What follows belongs to an exercise in optimizing a design on an open flow for small area; a production flow would make more cautious choices. In this exercise RTL edits were held to simulation tests only and were not proved equivalent to the original. Power figures rest on the tool's default switching activity, not on a simulated workload.

==> flow/design.v <==
module ram_1r1w_sync
  #(parameter [31:0] width_p = 8
  ,parameter [31:0] depth_p = 512
  /*verilator lint_off UNUSEDPARAM*/
  ,parameter filename_p = "memory_init_file.bin")
  /*verilator lint_on UNUSEDPARAM*/
  (input [0:0] clk_i
  ,input [0:0] reset_i
  ,input [0:0] wr_valid_i
  ,input [width_p-1:0] wr_data_i
  ,input [$clog2(depth_p) - 1 : 0] wr_addr_i
  ,input [0:0] rd_valid_i
  ,input [$clog2(depth_p) - 1 : 0] rd_addr_i
  ,output [width_p-1:0] rd_data_o);
  logic [width_p-1:0] ram [depth_p-1:0];
  logic [width_p-1:0] rd_data_l;
  always_ff @(posedge clk_i) begin
    if (~reset_i && rd_valid_i)
      rd_data_l <= ram[rd_addr_i];
    if (~reset_i && wr_valid_i) 
      ram[wr_addr_i] <= wr_data_i;
  end
  assign rd_data_o = rd_data_l;
endmodule
module delaybuffer
  #(parameter [31:0] width_p = 16
   ,parameter [31:0] delay_p = 64
   )
  (input [0:0] clk_i
  ,input [0:0] reset_i
  ,input [width_p-1:0] data_i
  ,input [0:0] ready_i
  ,input [0:0] valid_i
  ,output [0:0] ready_o 
  ,output [0:0] valid_o 
  ,output [width_p-1:0] data_o 
  );
  logic valid_l;
  assign ready_o = ready_i | ~valid_l;
  logic wr_en;
  assign wr_en = ready_o & valid_i;
  always_ff @(posedge clk_i) begin
    if (reset_i)
      valid_l <= 1'b0;
    else if (ready_o)
      valid_l <= valid_i;
  end
  assign valid_o = valid_l;
  logic [width_p-1:0] sr_r [0:delay_p];
  always_ff @(posedge clk_i) begin
    if (wr_en) begin
      sr_r[0] <= data_i;
      for (int i = 1; i <= delay_p; i++)
        sr_r[i] <= sr_r[i-1];
    end
  end
  assign data_o = sr_r[delay_p];
endmodule
Settings: LEC_CHECK=0, CAP_MARGIN=20, CORE_MARGIN=2, CORE_UTILIZATION=70, CTS_BUF_LIST=sky130_fd_sc_hd__clkbuf_8, CTS_CLUSTER_DIAMETER=90, CTS_CLUSTER_SIZE=21, SLEW_MARGIN=20; clock period 5.0 ns.
run.sh (not shown) runs the stock make flow with config.mk's settings and CLKGATE_MAP_FILE= SYNTH_SCRIPT=/design/flow/synth_recipe.tcl, a recipe that flattens the netlist after the stock synthesis.
Rerun with:
CTS_BUF_LIST = sky130_fd_sc_hd__clkbuf_16   (was sky130_fd_sc_hd__clkbuf_8)
CTS_CLUSTER_DIAMETER = 80   (was 90)
CTS_CLUSTER_SIZE = 40   (was 21)
The new run completed without violations.
Routed wire length fell by about 1.7%.
Worst setup slack is about the same.
Via count came out lower by about 1.2%.
Total power increases by about 4.4%.
Clock skew hardly moves.
Hold slack is better by 4.6 ps.

* * *

Setup of run A:
Starts from the design.v that is shown in full above.
clock: 5.0 ns
lec_check: 0
cap_margin: 20
core_margin: 2
core_utilization: 75
cts_buf_list: sky130_fd_sc_hd__clkbuf_8
cts_cluster_diameter: 60
cts_cluster_size: 20
slew_margin: 20
diff inputs: run A => run B
Settings: CORE_UTILIZATION: 75 -> 50; CTS_CLUSTER_DIAMETER: 60 -> 80.
### Flow results
In the reports for run A and run B, the smaller clock-buffer cell count belongs to run A. Going from run A to run B, non-clock buffer count grows by 2. Against run A, top achievable clock speed in run B came out better. Any difference in maximum count of clock buffers along a single path between run A and run B is small enough to ignore. Summary of run B over run A: share of power burned in combinational logic about even; global-route wire length before repair climbed 0.41%. Run B ended with more final cell count without fillers than run A. Run B vs run A: wire length down in run B. The arrival time at the worst endpoint of run A and that of run B are within noise of each other. Run A consumes less power than run B.
## Diff of input files: run C against run B
Settings: CORE_UTILIZATION now 70, was 50; CAP_MARGIN now 0, was 20; CTS_CLUSTER_DIAMETER now 60, was 80; SLEW_MARGIN now 0, was 20.
## What came out
- [run C vs run B] via count: lower in run C
- Summary of run C over run B: count of nets after finishing shrank by about 0.6%, peak supply drop +about 37%.
- Final critical-path required period came out higher on run C than on run B.
- Taking run B as the reference, in run C total design power decreased by 1.1% relative to the old numbers, utilization moved up.
- The higher clock-buffer cell count of run B and run C is in run B.
- Delta (run C minus run B): design area shrank by 400 um2; fmax ~0 delta; area of the core fell about 30%; relative contribution of combinational cells to total power now sits at about the same level.
--- input diff run C..run D ---
Settings: swapping 0 for 20 in SLEW_MARGIN; swapping sky130_fd_sc_hd__clkbuf_8 for sky130_fd_sc_hd__clkbuf_16 in CTS_BUF_LIST; swapping 0 for 20 in CAP_MARGIN; swapping 20 for 38 in CTS_CLUSTER_SIZE; swapping 60 for 120 in CTS_CLUSTER_DIAMETER.
## What came out
- The final layout from run D, which completed every stage, passed the timing, DRC and antenna checks at the end of the flow.
- Run D against run C: via count went down 163; power lower.
- Run D vs run C, insertion delay to the later sink of the worst-skew pair went down by 0.06 ns.
- Run D and run C ended up with roughly the same total non-filler cell area in the finished layout.
- Power dissipated by switching net loads delta for run D relative to run C: 3.5% lower

* * *

== main ==
// delaybuffer: RTL as listed in full above, without the edits since
clock: 5.0 ns
lec_check: 0
cap_margin: 20
core_margin: 2
core_utilization: 70
cts_buf_list: sky130_fd_sc_hd__clkbuf_8
cts_cluster_diameter: 80
cts_cluster_size: 18
slew_margin: 20
What the feature branch does differently from main at the input level:
# main
export LEC_CHECK = 0
export CAP_MARGIN = 20
export CORE_MARGIN = 2
export CORE_UTILIZATION = 70
export CTS_BUF_LIST = sky130_fd_sc_hd__clkbuf_8
export CTS_CLUSTER_DIAMETER = 80
export CTS_CLUSTER_SIZE = 18
export SLEW_MARGIN = 20
create_clock -name core_clock -period 5.0 [get_ports {clk_i}]
# the feature branch
export LEC_CHECK = 0
export CAP_MARGIN = 20
export CORE_MARGIN = 2
export CORE_UTILIZATION = 60
export CTS_BUF_LIST = sky130_fd_sc_hd__clkbuf_8
export CTS_CLUSTER_DIAMETER = 90
export CTS_CLUSTER_SIZE = 21
export SLEW_MARGIN = 20
create_clock -name core_clock -period 5.0 [get_ports {clk_i}]
==> summary.txt <==
Lower leakage power was reported by the feature branch, not main.
Of main and the feature branch, the feature branch shows the lower layout overhead on the synthesized area, with main above it.
The flow did not stop early for the feature branch: all stages ran, and the layout cleared the timing, DRC and antenna checks.
From main to the feature branch the numbers moved as follows: final worst-path cycle share now smaller; routed wire length now larger.

* * *

// delaybuffer: RTL as listed in full above, without the edits since
==> flow/config.mk <==
export PLATFORM = sky130hd
export DESIGN_NAME = delaybuffer
export DESIGN_NICKNAME = delaybuffer
export VERILOG_FILES = /design/flow/design.v
export SDC_FILE = /design/flow/constraint.sdc
export NUM_CORES = 4
export LEC_CHECK = 0
export CAP_MARGIN = 20
export CORE_MARGIN = 2
export CORE_UTILIZATION = 70
export CTS_BUF_LIST = sky130_fd_sc_hd__clkbuf_8
export CTS_CLUSTER_DIAMETER = 80
export CTS_CLUSTER_SIZE = 20
export SLEW_MARGIN = 20
==> flow/constraint.sdc <==
create_clock -name core_clock -period 5.0 [get_ports {clk_i}]
set_input_delay 1.0000 -clock core_clock [delete_from_list [all_inputs] [get_ports {clk_i}]]
set_output_delay 1.0000 -clock core_clock [all_outputs]
set_load 0.01 [all_outputs]
Edit:
- CORE_UTILIZATION: 70 -> 78
- CTS_CLUSTER_DIAMETER: 80 -> 60
The changed run never finished: it broke off in detailed placement (DPL-0033).
Area after synthesis does not change.
Synthesized cell count does not change.
Edit:
- CORE_UTILIZATION: 78 -> 70
- CTS_CLUSTER_DIAMETER: 60 -> 40
- CTS_CLUSTER_SIZE: 20 -> 22
Now the flow finished with timing, DRC and antenna clean; synthesized cell count does not change; synthesized area stays the same.
Edit:
- CTS_CLUSTER_DIAMETER: 40 -> 45
- CTS_CLUSTER_SIZE: 22 -> 25
What happened: Design area shrinks by 1.5%; wire length drops by 2.5%; total power is lower by 5.4%; synthesized area does not change; die area does not change; core utilization shrinks by 1.2 points; final cell count drops by 2.2%; clock power shrinks by 16%.
Edit:
- CTS_BUF_LIST: sky130_fd_sc_hd__clkbuf_8 -> sky130_fd_sc_hd__clkbuf_16
- CTS_CLUSTER_DIAMETER: 45 -> 150
- CTS_CLUSTER_SIZE: 25 -> 35
- The changed run finished clean
- global-route usage decreases by 0.54 points
- setup slack is about the same
- sequential share of layout area increases by 1.7 points
Edit:
- CORE_UTILIZATION: 70 -> 60
- CTS_BUF_LIST: sky130_fd_sc_hd__clkbuf_16 -> sky130_fd_sc_hd__clkbuf_8
- CTS_CLUSTER_DIAMETER: 150 -> 80
- CTS_CLUSTER_SIZE: 35 -> 20
- GPL_TIMING_DRIVEN: not set -> 0
Effect: The changed run went through all stages and came out clean; via count climbs by 5.5%; count of clock-buffer cells in the layout climbs by 24; final area climbs by about 1.8%; non-clock buffer count climbs by 12; critical path depth climbs by 12; hold slack gets better by 5.6 ps.
